This is an optimization exercise on Yosys and OpenROAD, whose aim is small area and a short achievable clock period, not a production implementation.
RTL that was checked went through simulation tests only; none was proved equivalent to the original.

Setup of north:
## fp_mult_top
module fp_mult_top (
     clk, rst, rnd, a, b, z, status
);
Size in the first run: roughly 2200 cells after synthesis, ~110 I/O pins, about 19000 µm² of cells after synthesis.
export LEC_CHECK = 0
export CAP_MARGIN = 20
export CORE_MARGIN = 2
export CORE_UTILIZATION = 40
export SLEW_MARGIN = 20
create_clock -name core_clock -period 11.0 [get_ports {clk}]
standard.sh (not shown) runs the stock make flow with config.mk's settings and CLKGATE_MAP_FILE= SYNTH_SCRIPT=/design/flow/synth_recipe.tcl, a recipe that flattens the netlist after the stock synthesis.
==> flow/flow/run.sh <==
#!/bin/bash
set -euo pipefail
bash standard.sh SETUP_SLACK_MARGIN=7 finish > standard_make.log 2>&1
### north -> south
# north
export LEC_CHECK = 0
export CAP_MARGIN = 20
export CORE_MARGIN = 2
export CORE_UTILIZATION = 40
export SLEW_MARGIN = 20
create_clock -name core_clock -period 11.0 [get_ports {clk}]
# south
export LEC_CHECK = 0
export ABC_CLOCK_PERIOD_IN_PS = 4000
export CAP_MARGIN = 20
export CORE_MARGIN = 2
export CORE_UTILIZATION = 40
export SETUP_SLACK_MARGIN = 5
export SLEW_MARGIN = 20
create_clock -name core_clock -period 11.0 [get_ports {clk}]
==> flow/run.sh (new file) <==
#!/bin/bash
# synth_recipe.tcl (not shown) runs the flow's synth.tcl, then flattens the netlist and writes it again
# the make line also repeats each setting of config.mk as NAME=value (left out here)
make -C /OpenROAD-flow-scripts/flow DESIGN_CONFIG=/design/flow/config.mk WORK_HOME=/design/flow/orfs CLKGATE_MAP_FILE= SYNTH_SCRIPT=/design/flow/synth_recipe.tcl finish
removed: flow/flow/run.sh
removed: flow/standard.sh
- In south, the wire length came out 320 µm above the value in north.
- south -> north: H-tree depth reported by CTS delta 0, exact match
- Between north and south, the fmax is higher for north.
- Area of the mapped netlist came out exactly the same in north and south.
- The portion of the clock cycle consumed by the worst path in the final layout in south sits 2.4 points above the value recorded for north.
- north reports its capture point of the worst path as z[21] while south reports z[2].
The inputs of east differ from those of south as listed below.
# south
export LEC_CHECK = 0
export ABC_CLOCK_PERIOD_IN_PS = 4000
export CAP_MARGIN = 20
export CORE_MARGIN = 2
export CORE_UTILIZATION = 40
export SETUP_SLACK_MARGIN = 5
export SLEW_MARGIN = 20
create_clock -name core_clock -period 11.0 [get_ports {clk}]
# east
export LEC_CHECK = 0
export CAP_MARGIN = 20
export CORE_MARGIN = 2
export CORE_UTILIZATION = 40
export SLEW_MARGIN = 20
create_clock -name core_clock -period 11.0 [get_ports {clk}]
==> results.txt <==
- east vs. south: met2 global-route usage went down by 0.79 points.
- Against south as the reference, east delivers a lower synthesis-to-layout area growth.
- Design area (east vs. south) decreases by a few percent
- east vs south, maximum frequency went down by 27 MHz.
- Between east and south, the via count is lower for east.
- Of east and south, it is east that has the lower final worst-path setup slack.
[inputs] west vs east
==> flow/flow/run.sh (new file) <==
#!/bin/bash
set -euo pipefail
bash standard.sh SETUP_SLACK_MARGIN=6 finish > standard_make.log 2>&1
==> flow/standard.sh (new file) <==
#!/bin/bash
# synth_recipe.tcl (not shown) runs the flow's synth.tcl, then flattens the netlist and writes it again
# the make line also repeats each setting of config.mk as NAME=value (left out here)
make -C /OpenROAD-flow-scripts/flow DESIGN_CONFIG=/design/flow/config.mk WORK_HOME=/design/flow/orfs CLKGATE_MAP_FILE= SYNTH_SCRIPT=/design/flow/synth_recipe.tcl "${@:-finish}"
removed: flow/run.sh
==> results.txt <==
Every stage of the flow completed for west, and the final layout passed the timing, design-rule and antenna checks.
west: data arrival time of the worst path 1.35 ns below east
End of the critical path = z[22]: west; end of the critical path = z[6]: east
Diff east and west: maximum clock frequency higher in west
Relative to east, final worst-path setup slack has increased by 1.36 ns in west.
No functional check of the RTL was part of any run of this note.

---

fp_mult_top, a different RTL version from the one above (not shown whole).
Size in the first run: ~2,200 cells after synthesis, roughly 160 flip-flops, ~110 I/O pins.
Settings: LEC_CHECK=0, CAP_MARGIN=20, CORE_MARGIN=2, CORE_UTILIZATION=60, SLEW_MARGIN=20; clock period 11.0 ns.
==> flow/flow/run.sh <==
#!/bin/bash
# Standard layout; repair_timing aims for 5 ns of setup slack at the design's
# clock period, and the port buffers are buf_2 cells.
set -euo pipefail
bash standard.sh SETUP_SLACK_MARGIN=5 "BUFFER_PORTS_ARGS=-buffer_cell sky130_fd_sc_hd__buf_2" finish > standard_make.log 2>&1
The baseline completed with no timing, DRC or antenna violations.
Edit:
==> flow/flow/run.sh (replaced) <==
#!/bin/bash
set -euo pipefail
bash standard.sh SETUP_SLACK_MARGIN=6 finish > standard_make.log 2>&1
- CORE_UTILIZATION: 60 -> 40
Cell count grows by 12%.
Global-route usage shrinks by 7.9 points.
Sequential share of layout area shrinks by 1.7 points.
Area after synthesis stays the same.
Clock-buffer cell count shrinks by 4.
Setup slack improved by 0.45 ns.
First-iteration DRC count shrinks by about 3%.
Design area grows by about 16%.
Fmax grows by 8.5%.
Edit:
==> flow/run.sh (new file) <==
#!/bin/bash
# synth_recipe.tcl (not shown) runs the flow's synth.tcl, then flattens the netlist and writes it again
# the make line also repeats each setting of config.mk as NAME=value (left out here)
make -C /OpenROAD-flow-scripts/flow DESIGN_CONFIG=/design/flow/config.mk WORK_HOME=/design/flow/orfs CLKGATE_MAP_FILE= SYNTH_SCRIPT=/design/flow/synth_recipe.tcl finish
- SETUP_SLACK_MARGIN: unset -> 5
removed: flow/flow/run.sh
removed: flow/standard.sh
Global-route usage fell by 2.1 points.
Utilization falls by 4.8 points.
Fmax came out lower by 9.0%.
Via count drops by 3.9%.
Synthesized area does not change.
Sequential share of layout area increases by 1.0 points.
Wire length falls by 8.3%.
Synthesized cell count is unchanged.
Non-clock buffer count falls by 79.
Design area decreases by 9.6%.
No run of this note included a check of the RTL's function; only the layout flow was run.

---

Setup of before:
fp_mult_top, a different RTL version from the one above (not shown whole).
Size: roughly 2100 cells after synthesis, ~160 flip-flops, ~110 I/O pins, roughly 19000 µm² of cells after synthesis.
export LEC_CHECK = 0
export CAP_MARGIN = 20
export CORE_MARGIN = 2
export CORE_UTILIZATION = 60
export CTS_BUF_LIST = sky130_fd_sc_hd__clkbuf_4 sky130_fd_sc_hd__clkbuf_8
export SLEW_MARGIN = 20
export TNS_END_PERCENT = 0
create_clock -name core_clock -period 11.0 [get_ports {clk}]
==> flow/flow/run.sh <==
#!/bin/bash
# The standard layout (standard.sh) with these make settings:
#  - port buffers are sky130_fd_sc_hd__buf_1 cells
#  - SYNTH_ARGS=-noabc: Yosys synth skips its early generic ABC pass (the
#    registers and their names come out as in the standard synthesis)
#  - DONT_USE_CELLS: the platform's list, plus the slow stacked OR3/OR4/AND4
#    cells, so that mapping builds wide ORs/ANDs from NAND/NOR gates
#  - SKIP_CTS_REPAIR_TIMING=1: timing repair runs once, after global routing
set -euo pipefail
DU="sky130_fd_sc_hd__probe_p_8 sky130_fd_sc_hd__probec_p_8 sky130_fd_sc_hd__lpflow_bleeder_1 sky130_fd_sc_hd__lpflow_clkbufkapwr_1 sky130_fd_sc_hd__lpflow_clkbufkapwr_16 sky130_fd_sc_hd__lpflow_clkbufkapwr_2 sky130_fd_sc_hd__lpflow_clkbufkapwr_4 sky130_fd_sc_hd__lpflow_clkbufkapwr_8 sky130_fd_sc_hd__lpflow_clkinvkapwr_1 sky130_fd_sc_hd__lpflow_clkinvkapwr_16 sky130_fd_sc_hd__lpflow_clkinvkapwr_2 sky130_fd_sc_hd__lpflow_clkinvkapwr_4 sky130_fd_sc_hd__lpflow_clkinvkapwr_8 sky130_fd_sc_hd__lpflow_decapkapwr_12 sky130_fd_sc_hd__lpflow_decapkapwr_3 sky130_fd_sc_hd__lpflow_decapkapwr_4 sky130_fd_sc_hd__lpflow_decapkapwr_6 sky130_fd_sc_hd__lpflow_decapkapwr_8 sky130_fd_sc_hd__lpflow_inputiso0n_1 sky130_fd_sc_hd__lpflow_inputiso0p_1 sky130_fd_sc_hd__lpflow_inputiso1n_1 sky130_fd_sc_hd__lpflow_inputiso1p_1 sky130_fd_sc_hd__lpflow_inputisolatch_1 sky130_fd_sc_hd__lpflow_isobufsrc_1 sky130_fd_sc_hd__lpflow_isobufsrc_16 sky130_fd_sc_hd__lpflow_isobufsrc_2 sky130_fd_sc_hd__lpflow_isobufsrc_4 sky130_fd_sc_hd__lpflow_isobufsrc_8 sky130_fd_sc_hd__lpflow_isobufsrckapwr_16 sky130_fd_sc_hd__lpflow_lsbuf_lh_hl_isowell_tap_1 sky130_fd_sc_hd__lpflow_lsbuf_lh_hl_isowell_tap_2 sky130_fd_sc_hd__lpflow_lsbuf_lh_hl_isowell_tap_4 sky130_fd_sc_hd__lpflow_lsbuf_lh_isowell_4 sky130_fd_sc_hd__lpflow_lsbuf_lh_isowell_tap_1 sky130_fd_sc_hd__lpflow_lsbuf_lh_isowell_tap_2 sky130_fd_sc_hd__lpflow_lsbuf_lh_isowell_tap_4"
DU="$DU sky130_fd_sc_hd__or4_1 sky130_fd_sc_hd__or4_2 sky130_fd_sc_hd__or4_4"
DU="$DU sky130_fd_sc_hd__or4b_1 sky130_fd_sc_hd__or4b_2 sky130_fd_sc_hd__or4b_4"
DU="$DU sky130_fd_sc_hd__or4bb_1 sky130_fd_sc_hd__or4bb_2 sky130_fd_sc_hd__or4bb_4"
DU="$DU sky130_fd_sc_hd__or3_1 sky130_fd_sc_hd__or3_2 sky130_fd_sc_hd__or3_4"
DU="$DU sky130_fd_sc_hd__or3b_1 sky130_fd_sc_hd__or3b_2 sky130_fd_sc_hd__or3b_4"
DU="$DU sky130_fd_sc_hd__and4_1 sky130_fd_sc_hd__and4_2 sky130_fd_sc_hd__and4_4"
bash standard.sh SETUP_SLACK_MARGIN=5.75 "BUFFER_PORTS_ARGS=-buffer_cell sky130_fd_sc_hd__buf_1" \
    "SYNTH_ARGS=-noabc" "DONT_USE_CELLS=$DU" SKIP_CTS_REPAIR_TIMING=1 finish > standard_make.log 2>&1
diff inputs: before => after
- TNS_END_PERCENT no longer set, was 0
diff --git a/flow/flow/run.sh b/flow/flow/run.sh
--- a/flow/flow/run.sh
+++ b/flow/flow/run.sh
@@ -8 +7,0 @@
-#  - SKIP_CTS_REPAIR_TIMING=1: timing repair runs once, after global routing
@@ -18 +17 @@
-    "SYNTH_ARGS=-noabc" "DONT_USE_CELLS=$DU" SKIP_CTS_REPAIR_TIMING=1 finish > standard_make.log 2>&1
+    "SYNTH_ARGS=-noabc" "DONT_USE_CELLS=$DU" finish > standard_make.log 2>&1
Findings:
- No stage failed in after, and the final checks on the layout all came back clean.
- Delta(global-route usage, after - before) > 0
- Diff before -> after: clock period minus worst slack now sits lower, half-perimeter wire length after placement now sits at about the same level.
- Relative to before, area used by sequential logic in the layout increased by about 1.2% in after.
- after can be clocked faster than before.
- before was smaller in final cell area than after.
- Compared with before, after shows a fraction of cell area in non-clock buffers that is 1.5 points higher.
- Diff before -> after: sequential share of layout area shows a reduction of 0.42 points, count of cell types in the netlist shows no meaningful change.

port drivers added, routing unchanged:
The flow's constraints put no driver on any port. The routed layouts listed below were extracted and timed again, unchanged, in two steps. Step 1 assumes that a clkbuf_16 drives the clock port and a buf_2 every other input. Step 2 also shifts input and output timing later by t, the mid clock arrival at the registers, as if the neighbouring blocks saw the same clock. Three values: no drivers, after step 1, after step 2; two values: the first two.
run	t (ns)	slack for setup (ns)	slew at the worst register clock pin (ns)
north	0.475	5.375 / 5.326 / 5.460	0.07 / 0.07
south	0.540	5.113 / 5.062 / 5.116	0.08 / 0.08
east	0.542	3.995 / 3.944 / 4.485	0.08 / 0.08
west	0.504	5.351 / 5.296 / 5.472	0.06 / 0.06
the first run of note 2	0.500	5.295 / 5.263 / 5.295	0.07 / 0.07
the second run of note 2	0.506	5.741 / 5.686 / 5.642	0.07 / 0.07
the third run of note 2	0.510	5.221 / 5.163 / 5.283	0.07 / 0.07
before	0.529	5.746 / 5.746 / 5.746	0.10 / 0.10
after	0.534	5.771 / 5.771 / 5.771	0.10 / 0.10
After both steps setup and hold are still met in every run listed. For the second run of note 2, which loses most, drivers alone change the setup slack by -0.055 ns; drivers and shift together by -0.099 ns.
